This is an optimization exercise on Yosys and OpenROAD, whose aim is small area, not a production implementation.
No functional check of the RTL was part of any run shown here.

==> flow/design.v, too long to show whole: its modules and the start of the top module <==
// module algorithm_core: 1607 lines
// module algorithm_top: 21 lines
module algorithm_top (
  input  logic        clk,
  input  logic        rst_n,
  input  logic        s_valid,
  output logic        s_ready,
  input  logic [11:0] s_data,
  output logic        m_valid,
  input  logic        m_ready,
  output logic [15:0] m_data
);
  // ...
==> flow/run.sh <==
#!/bin/bash
# synth_recipe.tcl (not shown) runs the flow's synth.tcl, then flattens the netlist and writes it again
# the make line also repeats each setting of config.mk as NAME=value (left out here)
make -C /OpenROAD-flow-scripts/flow DESIGN_CONFIG=/design/flow/config.mk WORK_HOME=/design/flow/orfs CLKGATE_MAP_FILE= SYNTH_SCRIPT=/design/flow/synth_recipe.tcl finish
==> flow/config.mk <==
export PLATFORM = sky130hd
export DESIGN_NAME = algorithm_top
export DESIGN_NICKNAME = algorithm_top
export VERILOG_FILES = /design/flow/design.v
export SDC_FILE = /design/flow/constraint.sdc
export NUM_CORES = 4
export LEC_CHECK = 0
export CAP_MARGIN = 20
export CORE_MARGIN = 2
export CORE_UTILIZATION = 40
export SLEW_MARGIN = 20
==> flow/constraint.sdc <==
create_clock -name core_clock -period 6.0 [get_ports {clk}]
set_input_delay 1.2000 -clock core_clock [delete_from_list [all_inputs] [get_ports {clk}]]
set_output_delay 1.2000 -clock core_clock [all_outputs]
set_load 0.01 [all_outputs]
==> impl_metrics.toml, run 1 <==
[status]
status = "failed layout checks"
so_faults = "setup timing"

[setup_path]
critPathLaunchType = "register"
required_ps = 6500
worst-path-buf-inv = 13
startpoint = "u_core.h2[5]$_DFF_P_"
crit_slowest_cell = "fa_1"
cpMostUsedCell = "fa_2"
crit_cells = 39

[finish]
n_fill_cell = 5702
multi_input_area_sq_um = 16950
final_common_cell = "inv_1"
multi_input_area_share_pct = 56.31
layout_common_cells = "inv_1 (863), fa_1 (681), buf_4 (375)"

[clock_network]
post_cts_buffers = 3
cts_tree = "yes"
clk_pin_slew_ps = 60
cts_hold_buffers = 0
cts_buffer_depth = 3
post_cts_resize_count = 54

[hold_path]
min_to = "u_core.v2_q$_DFF_PN0_"
hp-start = "u_core.v1_q$_DFF_PN0_"

[yosys]
async_reset_ff_share_pct = 1.422
synthSimpleGateAreaFrac_pct = 2.877
synth.yosys.warnings = 1
synth_top_family_by_area = "adder cells"
synth_edf_count = 12

[detailed_routing]
drt_iter0_drc = 1462
first_pass_iters = 6
top_layer_used = "met4"

[placed_design]
dp.cells = 3449

[grt]
grt_antenna_before_repair = 0
grt_use_met2_pct = 48.24

[timing]
fmax_ghz = 0.1023
setup_slack_ps = -3774
maxSlewHeadroom_pct = 26.00
setup_viol = 15

[die]
core_area_sq_um = 61480
==> run 2: changes to the inputs <==
==> flow/flow/run.sh (new file) <==
#!/bin/bash
set -e
bash standard.sh > standard.log 2>&1
==> flow/standard.sh (new file) <==
#!/bin/bash
# synth_recipe.tcl (not shown) runs the flow's synth.tcl, then flattens the netlist and writes it again
# the make line also repeats each setting of config.mk as NAME=value (left out here)
make -C /OpenROAD-flow-scripts/flow DESIGN_CONFIG=/design/flow/config.mk WORK_HOME=/design/flow/orfs CLKGATE_MAP_FILE= SYNTH_SCRIPT=/design/flow/synth_recipe.tcl "${@:-finish}"
removed: flow/run.sh
==> run 2 against run 1 <==
Via count unchanged. Die area is the same. Fmax did not move. Area after synthesis stayed put. Flip-flop and latch count stayed put. Hold slack unchanged. The layout still fails its checks (setup timing). Critical path depth did not move. Sequential share of layout area stayed put. Clock skew unchanged. Critical endpoint unchanged. Setup slack is the same.
==> impl_metrics.toml, run 2 <==
[detailed_routing]
first_pass_iters = 6
vias = 16876
drt_iter0_drc = 1462
ant_nets = 0
drc = 0
wl_um = 91130
wl_per_cell_um = 25.95
vias_per_cell = 4.805

[yosys]
ys_seq_area_share_pct = 17.56
synth.avg_cell_area_sq_um = 10.76
synth.area.top_cells = "fa_1 (59%), dfxtp_1 (16%), inv_1 (14%), o22ai_1 (3.2%), nand2_1 (2.7%)"
synthSimpleGateAreaFrac_pct = 2.877
synthCells = 2307
synth_edf_count = 12
yosysMostFrequentCell = "inv_1"
synth_nets = 3074
ys_ff_latch = 211
ys.flop_type = "dfxtp_1"
synth_cell_type_count = 25
synth.top_cell.area_share_pct = 59.10
syn-cell-area_sq_um = 24830
synth_xor_area_share_pct = 0
synthTopCellsByCount = "inv_1 (915), fa_1 (733), dfxtp_1 (196)"
synth.yosys.warnings = 1
synth.largest_area_cell = "fa_1"
synth_top_family_by_area = "adder cells"
synth_compound_area_share_pct = 4.454
synth_mux_area_share_pct = 0
async_reset_ff_share_pct = 1.422
synthAdderAreaFrac_pct = 60.05

[placed_design]
port_buffers = 31
place.gp.congestion = 1.046
place_hpwl_um = 81010
pre_cts_ws_ps = -4000
dpl_cell_area_sq_um = 28910

[setup_path]
crit_arrival_ps = 10280
cp_max_fo = 3
reg2regPathDepth = 39
rr_endpoint = "u_core.y_q[14]$_DFF_P_"
cpMostUsedCell = "fa_2"
rr_startpoint = "u_core.h2[5]$_DFF_P_"
cp-end-kind = "register"
critPathKind = "reg2reg"
critical-path-max-stage-delay_ps = 560
crit_slowest_cell = "fa_1"
critPathLaunchType = "register"
required_ps = 6500
reg2reg_setup_slack_ps = -3770

[finish]
area_growth_pct = 21.19
layout_common_cells = "inv_1 (863), fa_1 (681), buf_4 (375)"
drive_gt1_share_pct = 21.75
final_area_sq_um = 30090
final_common_cell = "inv_1"
nNetsFinal = 3465
antenna_cells = 0
largest_reg_flops = 16
regMostFlops = "u_core.y_q"

[hold_path]
hp-start = "u_core.v1_q$_DFF_PN0_"
min_path_type = "reg2reg"
min_to = "u_core.v2_q$_DFF_PN0_"
hold-path-cell-count = 0

[timing]
setup_viol = 15
finalHoldViolations = 0
setup_slack_ps = -3774
finClkSkew_ps = 22.40
post-route-period-util_pct = 162.9
holdWs_ps = 344.3
fmax_ghz = 0.1023
rsz0062_at_grt = "yes"
maxSlewHeadroom_pct = 26.00
tightestPinTransition_ps = 1110
maxSlewViolCount = 0
fin_crit_ps = 9774

[clock_network]
insertion_delay_ps = 610
cts_sinks = 211
htree_levels = 1
cts_buffer_depth = 3
cts_made_buffers = 30
cts_hold_buffers = 0
cts_root_buffer = "clkbuf_16"
clk_pin_slew_ps = 60
cts_tree = "yes"

[run]
cap_violations = 0

[die]
chipHeight_um = 253.2
initial_core_util_pct = 40.39
die-area_sq_um = 64090
die_w_um = 253.2
rows = 91
core_area_sq_um = 61480
io_pins = 34

[grt]
grtUsageTotal_pct = 30.36
grt_pass1_vias = 19301
grt_overflow = 0
grt_max_degree = 133
grt_antenna_before_repair = 0
grt_pass1_wl_um = 133300

[status]
so_faults = "setup timing"
status = "failed layout checks"
run 2: kinds of logic after synthesis:
group | count (synthesis)
fa+ha+maj | 752
flops | 211
simple gates | 185
buf+inv | 970
other cells | 1
compound gates | 188
run 2: layout make-up:
class | instances | area, sq um
Fill cell | 5702 | 31390
Multi-Input combinational cell | 1126 | 16950
Sequential cell | 211 | 4468
Inverter | 915 | 3440
Timing Repair Buffer | 414 | 3273
Tap cell | 790 | 988.4
Clock buffer | 44 | 874.6
Clock inverter | 12 | 103.9
run 2: what timing repair did:
item / in CTS / in global routing
setup buffers: 3 / 5
gates resized for setup: 54 / 30
endpoints found under the hold margin: 0 / 0
gates cloned: 0 / 0
pin swaps: 15 / 11
endpoints found under the setup margin: 15 / 15
run 2: worst max path at each step:
stage,start,end,slack (ps)
floorplan,u_core.h4[2]$_DFF_P_,u_core.y_q[14]$_DFF_P_,-3330
global placement,u_core.h0[2]$_DFFE_PP_,u_core.y_q[14]$_DFF_P_,-3990
detailed placement,u_core.h0[2]$_DFFE_PP_,u_core.y_q[14]$_DFF_P_,-4000
CTS,u_core.h13[8]$_DFF_P_,u_core.y_q[14]$_DFF_P_,-3860
global route,u_core.h4[1]$_DFF_P_,u_core.y_q[14]$_DFF_P_,-4070
finish,u_core.h2[5]$_DFF_P_,u_core.y_q[14]$_DFF_P_,-3770
run 2: metrics by stage:
step	std cells	setup TNS, ps	utilization (%)
global route	3512	-36420	48.94
floorplan	2307	-27160	-
CTS	3508	-34190	48.85
global placement	3449	-35510	47.02
finish	3512	-33220	48.94
detailed placement	3449	-36080	47.02
run 2: critical path, delay by kind of cell (launching register included):
kind	cells	cell delay, ps
flops	1	370
simple gates	1	230
buf+inv	13	750
fa+ha+maj	24	8150
compound gates	1	130
run 2: per-layer routing:
metal | vias to the layer above | global-route usage [%] | wire length (um)
li1 | 7143 | - | -
met5 | - | 0 | 0
met2 | 680 | 48.24 | 41950
met3 | 187 | 4.698 | 7269
met4 | 0 | 17.18 | 6502
met1 | 8866 | 39.92 | 35420

port drivers added, routing unchanged:
The flow's constraints put no driver on any port. The routed layouts listed below were extracted and timed again, unchanged, in two steps.
Step 1, drivers: a clkbuf_16 drives clk and a buf_2 each remaining input, both assumed.
Step 2 moves the port delays by t, midway between the first and last clock arrival at a register: inputs arrive t later, outputs are due t later. That takes back most of the time a late clock gives input paths.
Slacks: ideal / step 1 / step 2; pairs: ideal / step 1.
| run | t, ns | setup slack, ns | worst hold slack (ns) | worst data-port slew with drivers (ns) | pins driven straight from the clock port |
|---|---|---|---|---|---|
| run 1 | 0.657 | -3.774 / -3.774 / -3.774 | 0.344 / 0.344 / 0.344 | 0.05 | 1 |
| run 2 | 0.657 | -3.774 / -3.774 / -3.774 | 0.344 / 0.344 / 0.344 | 0.05 | 1 |
